Context: an optimization exercise on an open-source flow, tuned for small area and a short achievable clock period. The choices shown serve that exercise and are no tape-out recipe. In this exercise RTL edits were held to simulation tests only and were not proved equivalent to the original.

==> flow/design.v, too long to show whole: its modules and the start of the top module <==
// module fifo: 75 lines
// module multiplier: 2871 lines
// module adder: 248 lines
// module component: 55 lines
module component (
    input  wire         clk,
    input  wire         rst,
    input  wire [31:0]  fifo1_data_in,
    input  wire [31:0]  fifo2_data_in,
    input  wire [31:0]  fifo3_data_in,
    input  wire         fifo1_write_en,
    input  wire         fifo2_write_en,
    input  wire         fifo3_write_en,
    input  wire         fifo1_read_en,
    input  wire         fifo2_read_en,
    input  wire         fifo3_read_en,
    output wire [31:0]  result_out,
    output wire         fifo1_empty,
    output wire         fifo2_empty,
    output wire         fifo3_empty,
    output wire         fifo1_full,
    output wire         fifo2_full,
    output wire         fifo3_full
);
  // ...
==> flow/flow/run.sh <==
#!/bin/bash
set -euo pipefail
MARGIN=${MARGIN:-6.3}
bash standard.sh \
  SETUP_SLACK_MARGIN=$MARGIN \
  "CTS_ARGS=-sink_clustering_enable -repair_clock_nets -dont_use_dummy_load -buf_list sky130_fd_sc_hd__clkbuf_16 -sink_clustering_size 27 -sink_clustering_max_diameter 90" \
  "BUFFER_PORTS_ARGS=-buffer_cell sky130_fd_sc_hd__buf_2" \
  finish > make_finish.log 2>&1
==> flow/standard.sh <==
#!/bin/bash
# synth_recipe.tcl (not shown) runs the flow's synth.tcl, then flattens the netlist and writes it again
# the make line also repeats each setting of config.mk as NAME=value (left out here)
make -C /OpenROAD-flow-scripts/flow DESIGN_CONFIG=/design/flow/config.mk WORK_HOME=/design/flow/orfs CLKGATE_MAP_FILE= SYNTH_SCRIPT=/design/flow/synth_recipe.tcl "${@:-finish}"
==> flow/config.mk <==
export PLATFORM = sky130hd
export DESIGN_NAME = component
export DESIGN_NICKNAME = component
export VERILOG_FILES = /design/flow/design.v
export SDC_FILE = /design/flow/constraint.sdc
export NUM_CORES = 4
export LEC_CHECK = 0
export CAP_MARGIN = 20
export CORE_MARGIN = 2
export CORE_UTILIZATION = 65
export PLACE_DENSITY = 0.8
export SLEW_MARGIN = 20
==> flow/constraint.sdc <==
create_clock -name core_clock -period 13.0 [get_ports {clk}]
set_input_delay 2.6000 -clock core_clock [delete_from_list [all_inputs] [get_ports {clk}]]
set_output_delay 2.6000 -clock core_clock [all_outputs]
set_load 0.01 [all_outputs]
==> out/qor.yml, run 1 <==
outcome: "finished clean"
dpl.hpwl_um: 124000
synth-adder-area-share: 0.127
tap_cells: 1536
num_vias: 47183
grt_busiest_layer: "met2"
yosys-top-cells-area: "edfxtp_1 (57%), fa_1 (11%), dfxtp_1 (6.9%), a221oi_1 (3.3%), nor2_1 (3.1%)"
clkLatencyLatePin_ns: 0.70
cp.depth: 15
use_met2: 0.547
dp_slack_ns: 5.19
ys_seq_area_frac: 0.652
drc: 0
fin_crit_sh: 0.522
place_inst: 6862
top_layer: "met5"
slowest_stage: "fa_1"
htreeDepth: 3
report.final.slew_viol_count: 0
synthFlopType: "edfxtp_1"
cts_root_buf: "clkbuf_16"
hp-class: "reg2reg"
die_h_um: 348
synth_enable_flop_cells: 1446
yosys.area.top_type: "edfxtp_1"
use_met3: 0.0834
wl_met3_um: 29200
slew_headroom: 0.248
antenna_found_initial: 28
die_w_um: 348
r2r.worst_path.cells: 14
path_max_fanout: 4
vias_per_cell: 6.77
nets: 6040
drt-total-wl_um: 211000
design_area_um2: 82500
yosys_warnings: 2
yosys.area.top_type_share: 0.565
yosys.area_share.simple: 0.0557
clock_cell_area_share: 0.0237
synth_compound_area_frac: 0.105
==> run 2: changes to the inputs <==
--- a/flow/config.mk
+++ b/flow/config.mk
@@ -8,5 +8,5 @@
 export CAP_MARGIN = 20
 export CORE_MARGIN = 2
-export CORE_UTILIZATION = 65
-export PLACE_DENSITY = 0.8
+export CORE_UTILIZATION = 72
+export PLACE_DENSITY = 0.85
 export SLEW_MARGIN = 20
==> run 2 against run 1 <==
  * Cell count is 2.0% lower
  * Sequential share of layout area rose by 0.050 points
  * Critical path depth down 4
  * Wire length is 1.8% higher
  * Critical path type unchanged
  * Critical endpoint is now result_out[31]
==> out/qor.yml, run 2 <==
cts_tree: "yes"
report.final.slew_viol_count: 0  # unchanged
final_cell_mix: "edfxtp_1 (1446), nor2_1 (587), inv_1 (486)"
postCtsHoldBufs: 0
worstPathArrival_ns: 4.19
reg.largest.list: "fifo1_inst.memory x448, fifo2_inst.memory x448, fifo3_inst.memory x448"
hold_viol: 0
clockBufferDepth: 3
synth.most_common_cell: "edfxtp_1"
tns_ns: 0
htreeDepth: 3  # unchanged
clk_pin_slew_ns: 0.10
slew_headroom: 0.124  # -0.124
nets: 6046  # +0.099%
grt.overflow.total: 0
yosys.area.top_type: "edfxtp_1"
netlist_instances: 5311
yosys-top-cells-area: "edfxtp_1 (57%), fa_1 (11%), dfxtp_1 (6.9%), a221oi_1 (3.3%), nor2_1 (3.1%)"
start_util: 0.728
vias_per_cell: 7.06  # +4.3%
syn_area_um2: 76800
final_cells: 6835
yosys.cell_types.count: 66
crit_chain: "fa_2, fa_2, ha_4, and3_4, o211ai_1, o32ai_4, nand2_2, a211o_4, o21ai_4, xnor2_2, buf_2"
final_common_cell: "edfxtp_1"
ys_seq_area_frac: 0.652  # unchanged
yosys.area_share.simple: 0.0557  # unchanged
path_max_fanout: 4  # unchanged
synthMuxAreaShare: 0.00995
hp-class: "reg2reg"
cts_root_buf: "clkbuf_16"
core_area_um2: 106000
slowest_stage: "fa_2"
num_vias: 48233  # +2.2%
rsz0062_at_grt: "true"
worst_pin_slew_ns: 1.30
gp_congestion: 0.953
synth-adder-area-share: 0.127  # unchanged
cts_buffers: 77
fillers: 5694
drt-total-wl_um: 215000  # +1.8%
cp_common_cell: "fa_2"
grt_pass1_vias: 49195
drc: 0  # unchanged
fin_crit_sh: 0.522  # about the same
crit_path_start_kind: "flop"
antenna_left: 0
clkLatencyLatePin_ns: 0.73  # +0.03 ns
die_area_um2: 109000
fin_skew_ns: 0.0849
critPathKind: "reg2out"
cp.required_ns: 10.40
grtUsageTotal: 0.399
die_w_um: 331  # -4.9%
firstDrtPassIters: 8
slowest_delay_ns: 0.63
crit_family: "adder cells"
row_count: 119
cts.sinks: 1766
maxCapViolCount: 0
wl_per_cell_um: 31.4
outcome: "finished clean"
grt_max_degree: 66
io_pins: 142
avgSynthCellArea_um2: 14.5
portBuffers: 141
crit_path_end_kind: "output port"
antenna_found_initial: 24  # -14%
hold_slack_ns: 0.523
synth_enable_flop_cells: 1446  # unchanged
setup_viol: 0
syn-num-nets: 5930
synthFlopType: "edfxtp_1"
drive_above_1_share: 0.107
place_inst: 6718  # -2.1%
syn2layout_area_growth_pct: 7.30
synth_commonest_cells: "edfxtp_1 (1446), nor2_1 (642), inv_1 (488), fa_1 (439), nand2_1 (304)"
path_buf_inv: 1
yosys_warnings: 2  # unchanged
die_h_um: 331  # -4.9%
grt_pass1_wl_um: 312000
synth_top_family_by_area: "adder cells"
dpl.hpwl_um: 126000  # +1.7%
clock.fmax_mhz: 147
yosys.area.top_type_share: 0.565  # unchanged
synthArstFlopShare: 0.0306
ys_seq_elements: 1766
dr.first_iter.drc_count: 7721
synth_xor_area_frac: 0.0123
synth_compound_area_frac: 0.105  # unchanged
fin_util: 0.781
min_period_ns: 6.79
run 2: cell counts after synthesis:
No cell type changed its count.
run 2: worst register-to-register path, cell delays in order, from the launching register on:
cell and delay (ns):
dfrtp_1 0.45, o21ai_4 0.18, buf_6 0.37, mux2i_1 0.30, nor2_1 0.07, a21oi_2 0.13
buf_4 0.46, inv_1 0.36, nand2_1 0.19, fa_1 0.43, fa_1 0.56, fa_1 0.53
fa_1 0.55, inv_1 0.05, fa_1 0.42
run 2: metrics by stage:
step	cell area, µm²	setup WS, ns
floorplan	76900	6.29
global placement	79800	4.67
detailed placement	79900	4.89
CTS	82200	6.17
global route	82400	6.11
finish	82500	6.21
run 2: layout make-up:
type / count / area [µm²] / area share
flip-flops and latches: 1766 / 50100 / 0.608
multi-input cells: 2789 / 24800 / 0.301
repair buffers: 297 / 1920 / 0.0233
inverters: 496 / 1870 / 0.0226
clock buffers: 77 / 1930 / 0.0234
diodes: 19 / 47.5 / 0.000577
well taps: 1391 / 1740 / 0.0211
run 2: layer usage:
metal / up-vias / GRT usage / share of wire
met5: - / 0 / 0.00041
met4: 14 / 0.204 / 0.055
met3: 816 / 0.103 / 0.14
met2: 4215 / 0.614 / 0.47
met1: 23755 / 0.535 / 0.33
li1: 19433 / - / -
run 2: worst paths after layout:
check / from / endpoint / slack, ns / depth (start not counted)
max reg2reg: fifo2_inst.many_reg$_DFF_PP0_ / rows[120]$_DFF_P_ / 7.87 / 14
max in group asynchronous: rst / fifo2_inst.wr_ptr[3]$_DFFE_PP0P_ / 10.37 / 3
min: fifo3_inst.wr_ptr[0]$_DFFE_PP0P_ / fifo3_inst.wr_ptr[0]$_DFFE_PP0P_ / 0.52 / 1
max: rows[47]$_DFF_P_ / result_out[31] / 6.21 / 11
min in group asynchronous: rst / fifo1_inst.rd_ptr[3]$_DFFE_PP0P_ / 2.09 / 3
min reg2reg: fifo3_inst.wr_ptr[0]$_DFFE_PP0P_ / fifo3_inst.wr_ptr[0]$_DFFE_PP0P_ / 0.52 / 1
run 2: cells by family (layout without fill, tap and decap cells):
logic type / after synthesis / count (layout)
AO/OA/AOI/OAI: 1022 / 1023
XOR/XNOR: 108 / 108
adder cells (fa/ha/maj): 515 / 515
buffers and inverters: 758 / 870
flip-flops: 1766 / 1766
multiplexers: 76 / 76
other: 0 / 19
AND/OR/NAND/NOR: 1066 / 1067
run 2: repair_timing:
item / CTS / global route
setup endpoints to repair: 49 / 40
hold endpoints to repair: 0 / 0
setup buffers: 11 / 8
gates resized for setup: 58 / 31
pin swaps: 30 / 22
cloned: 2 / 0

[afterwards: timing with drivers on the ports]
How much do the figures lean on ideal ports? The routed layouts below were timed once more, with nothing changed but the port constraints. Step 1 assumes that a clkbuf_16 drives the clock port and a buf_2 every other input. Step 2 adds t to the input delays and takes it off the output delays; t is the mean of the earliest and latest rising clock arrival at the registers after step 1. Input paths then give back, and output paths get back, about the clock's delay inside the block. Slacks: ideal ports / drivers / drivers and shift; pairs: ideal ports / drivers.
run	t, ns	slack for setup (ns)	worst setup path after step 2	pins driven straight from the clock port
run 1	0.746	6.216 / 6.137 / 5.752	input to register	1
run 2	0.754	6.210 / 6.131 / 5.635	input to register	1
After both steps every run listed still meets setup and hold. The setup slack of run 2, which loses most, moves by -0.079 ns with the drivers and by -0.575 ns with both steps.
